Source: an optimization exercise on an open RTL-to-GDS flow (aim: small area and few clock cycles). Production flows keep margins and buffers that such runs may drop. Only simulation tests tie the RTL to the original design; equivalence was not proved. No activity file was given, so power comes from the tool's default toggle rates.

Setup of lane 1:
// ad9958_master
module ad9958_master(
    input         clock,
    input         reset_n,
    output        cs,
    output        sclk,
    output [3:0]  sdio,
    output        master_reset,
    output        io_update,
    input  [31:0] ftw_ch0,
    input  [31:0] ftw_ch1,
    input  [9:0]  asf_ch0,
    input  [9:0]  asf_ch1
);
export LEC_CHECK = 0
export CAP_MARGIN = 0
export CORE_MARGIN = 2
export CORE_UTILIZATION = 40
export GPL_TIMING_DRIVEN = 0
export SLEW_MARGIN = 0
create_clock -name core_clock -period 5.0 [get_ports {clock}]
standard.sh (not shown) runs the stock make flow with config.mk's settings and CLKGATE_MAP_FILE= SYNTH_SCRIPT=/design/flow/synth_recipe.tcl, a recipe that flattens the netlist after the stock synthesis.
==> flow/flow/run.sh <==
#!/bin/bash
# Standard layout with three changes: synthesis maps logic with an
# area-oriented ABC script and without the adder step (flow/synth.tcl,
# flow/area.abc), the port
# buffers are plain buf_1 cells, and clock tree
# synthesis adds no dummy loads.
set -euo pipefail
here=$(pwd)
bash standard.sh "SYNTH_SCRIPT=$here/flow/synth.tcl" \
  "ADDER_MAP_FILE=" \
  "CTS_ARGS=-sink_clustering_enable -repair_clock_nets -dont_use_dummy_load" \
  "BUFFER_PORTS_ARGS=-buffer_cell sky130_fd_sc_hd__buf_1" \
  finish > flow_make.log 2>&1
==> flow/flow/area.abc <==
strash
dc2
dc2
dch -f
amap
==> flow/flow/synth.tcl <==
set ::area_abc_script [file join [file dirname [file normalize [info script]]] area.abc]
proc synth {args} { yosys synth -nofsm -noshare {*}$args }
proc abc {args} {
  set i [lsearch -exact $args -script]
  if { $i >= 0 } { lset args [expr { $i + 1 }] $::area_abc_script }
  puts "abc script: $::area_abc_script"
  yosys abc {*}$args
}
source $::env(SCRIPTS_DIR)/synth.tcl
# left out here: clear keep_hierarchy, flatten, clean up, hide names made inside functions, write 1_2_yosys.v
Testbench counts of lane 1, summed over its fixed seeds: cycles 12,162.
#### Input delta (lane 2 over lane 1)
Settings: SLEW_MARGIN: 0 -> 20; GPL_TIMING_DRIVEN: 0 -> unset; CAP_MARGIN: 0 -> 20; CORE_UTILIZATION: 40 -> 60.
- Lane 2 vs lane 1: total power down slightly
- Lane 2 ended up with a lower total placed instance area than lane 1 did.
- Lane 2 reports a lower actual slew at the worst max-slew pin than lane 1 does.
- Lane 1 has a higher area growth from synthesis to final layout than lane 2.
- When the final numbers for lane 2 and lane 1 were put side by side, the number of global-route vias before repair turned out to be smaller in lane 1.
- Compared lane 2 against lane 1; number of buffer and inverter stages on the critical path within noise.
The following lists how lane 3 was set up differently from lane 2:
Settings: CORE_UTILIZATION changed from 60 to 40.
-- flow/flow/run.sh --
<<< lane 2, line 10
  "ADDER_MAP_FILE=" \
  "CTS_ARGS=-sink_clustering_enable -repair_clock_nets -dont_use_dummy_load" \
  "BUFFER_PORTS_ARGS=-buffer_cell sky130_fd_sc_hd__buf_1" \
>>> lane 3, line 10
  "ADDER_MAP_FILE=" \
  "CTS_ARGS=-sink_clustering_enable -repair_clock_nets -dont_use_dummy_load -buf_list sky130_fd_sc_hd__clkbuf_16" \
  "BUFFER_PORTS_ARGS=-buffer_cell sky130_fd_sc_hd__buf_1" \
Findings:
Timing, DRC, antenna: 0 failures across lane 3 and lane 2. In lane 3, global-route wire length before repair is higher than in lane 2. Re share of synthesized area occupied by flip-flops and latches: no difference whatsoever between lane 3 and lane 2. [lane 3] hold slack rose 0.0081 ns relative to lane 2. Lane 2 → lane 3: final setup skew shows a reduction of 0.0071 ns, die footprint increased by 47% relative to the old numbers. Diff lane 2..lane 3 | clock buffer count from CTS | unchanged.
[inputs] lane 4 vs lane 3
-- flow/flow/run.sh --
<<< lane 3, line 10
  "ADDER_MAP_FILE=" \
  "CTS_ARGS=-sink_clustering_enable -repair_clock_nets -dont_use_dummy_load -buf_list sky130_fd_sc_hd__clkbuf_16" \
  "BUFFER_PORTS_ARGS=-buffer_cell sky130_fd_sc_hd__buf_1" \
>>> lane 4, line 10
  "ADDER_MAP_FILE=" \
  "CTS_ARGS=-sink_clustering_enable -repair_clock_nets -dont_use_dummy_load -buf_list sky130_fd_sc_hd__clkbuf_8 -sink_clustering_size 40 -sink_clustering_max_diameter 200" \
  "BUFFER_PORTS_ARGS=-buffer_cell sky130_fd_sc_hd__buf_1" \
--- outcome ---
Relative to lane 3, the maximum ir drop on the vdd rail of lane 4 is lower by 31%.
[lane 4 vs lane 3] internal power contribution: lower in lane 4
Combined global-route utilization of all metal layers ends up lower on lane 4.
Final worst-path cycle share: lane 4 < lane 3
Going from lane 3 to lane 4, the wire length was found to have gone down by about 1.7%.
Compared with lane 3, in lane 4 fraction of power consumed by combinational cells rose by 1.4 points; smallest setup slack after layout rose by 0.071 ns; total design power fell by 14%; minimum period implied by the final worst setup slack fell by 0.071 ns; clock buffer instance count of the final layout stayed essentially flat.
Inputs modified between lane 4 and lane 5:
-- flow/flow/run.sh --
<<< lane 4, line 10
  "ADDER_MAP_FILE=" \
  "CTS_ARGS=-sink_clustering_enable -repair_clock_nets -dont_use_dummy_load -buf_list sky130_fd_sc_hd__clkbuf_8 -sink_clustering_size 40 -sink_clustering_max_diameter 200" \
  "BUFFER_PORTS_ARGS=-buffer_cell sky130_fd_sc_hd__buf_1" \
>>> lane 5, line 10
  "ADDER_MAP_FILE=" \
  "CTS_ARGS=-sink_clustering_enable -repair_clock_nets -dont_use_dummy_load" \
  "BUFFER_PORTS_ARGS=-buffer_cell sky130_fd_sc_hd__buf_1" \
Findings:
Area taken by flip-flops and latches came out exactly the same in lane 4 and lane 5.
The total design power of lane 5 and that of lane 4 are within noise of each other.
Lane 4 -> lane 5: fmax delta 0, exact match
Lane 4 → lane 5: average wire per cell in the routed design was more or less identical, internal power of the cells was more or less identical.
Comparing lane 4 against lane 5, there is no change at all in finished layout cell area.
Reported for lane 4 and lane 5, worst supply voltage drop on vdd turned out identical to the last digit.

-- afterwards: timing with drivers on the ports --
The results above use ideal ports. As a check the final layouts listed here were re-extracted and re-timed, cells and wires unchanged.
Step 1 assumes that a clkbuf_16 drives the clock port and a buf_2 every other input.
Step 2 adds t to the input delays and takes it off the output delays; t is the mean of the earliest and latest rising clock arrival at the registers after step 1. Input paths then give back, and output paths get back, about the clock's delay inside the block.
Three values: ideal ports, drivers, drivers and shift; two values: the first two.
| run | t (ns) | setup WS [ns] | worst setup path after step 2 | worst data-port slew with drivers (ns) | cell pins on the clock port's net |
|---|---|---|---|---|---|
| lane 1 | 0.360 | 1.066 / 1.037 / 1.397 | register to output | 0.05 | 1 |
| lane 2 | 0.372 | 1.275 / 1.244 / 1.616 | register to output | 0.04 | 1 |
| lane 3 | 0.358 | 1.091 / 1.055 / 1.413 | register to output | 0.03 | 1 |
| lane 4 | 0.362 | 1.161 / 1.132 / 1.494 | register to output | 0.03 | 1 |
| lane 5 | 0.362 | 1.161 / 1.132 / 1.494 | register to output | 0.03 | 1 |
After both steps every run listed still meets setup and hold.
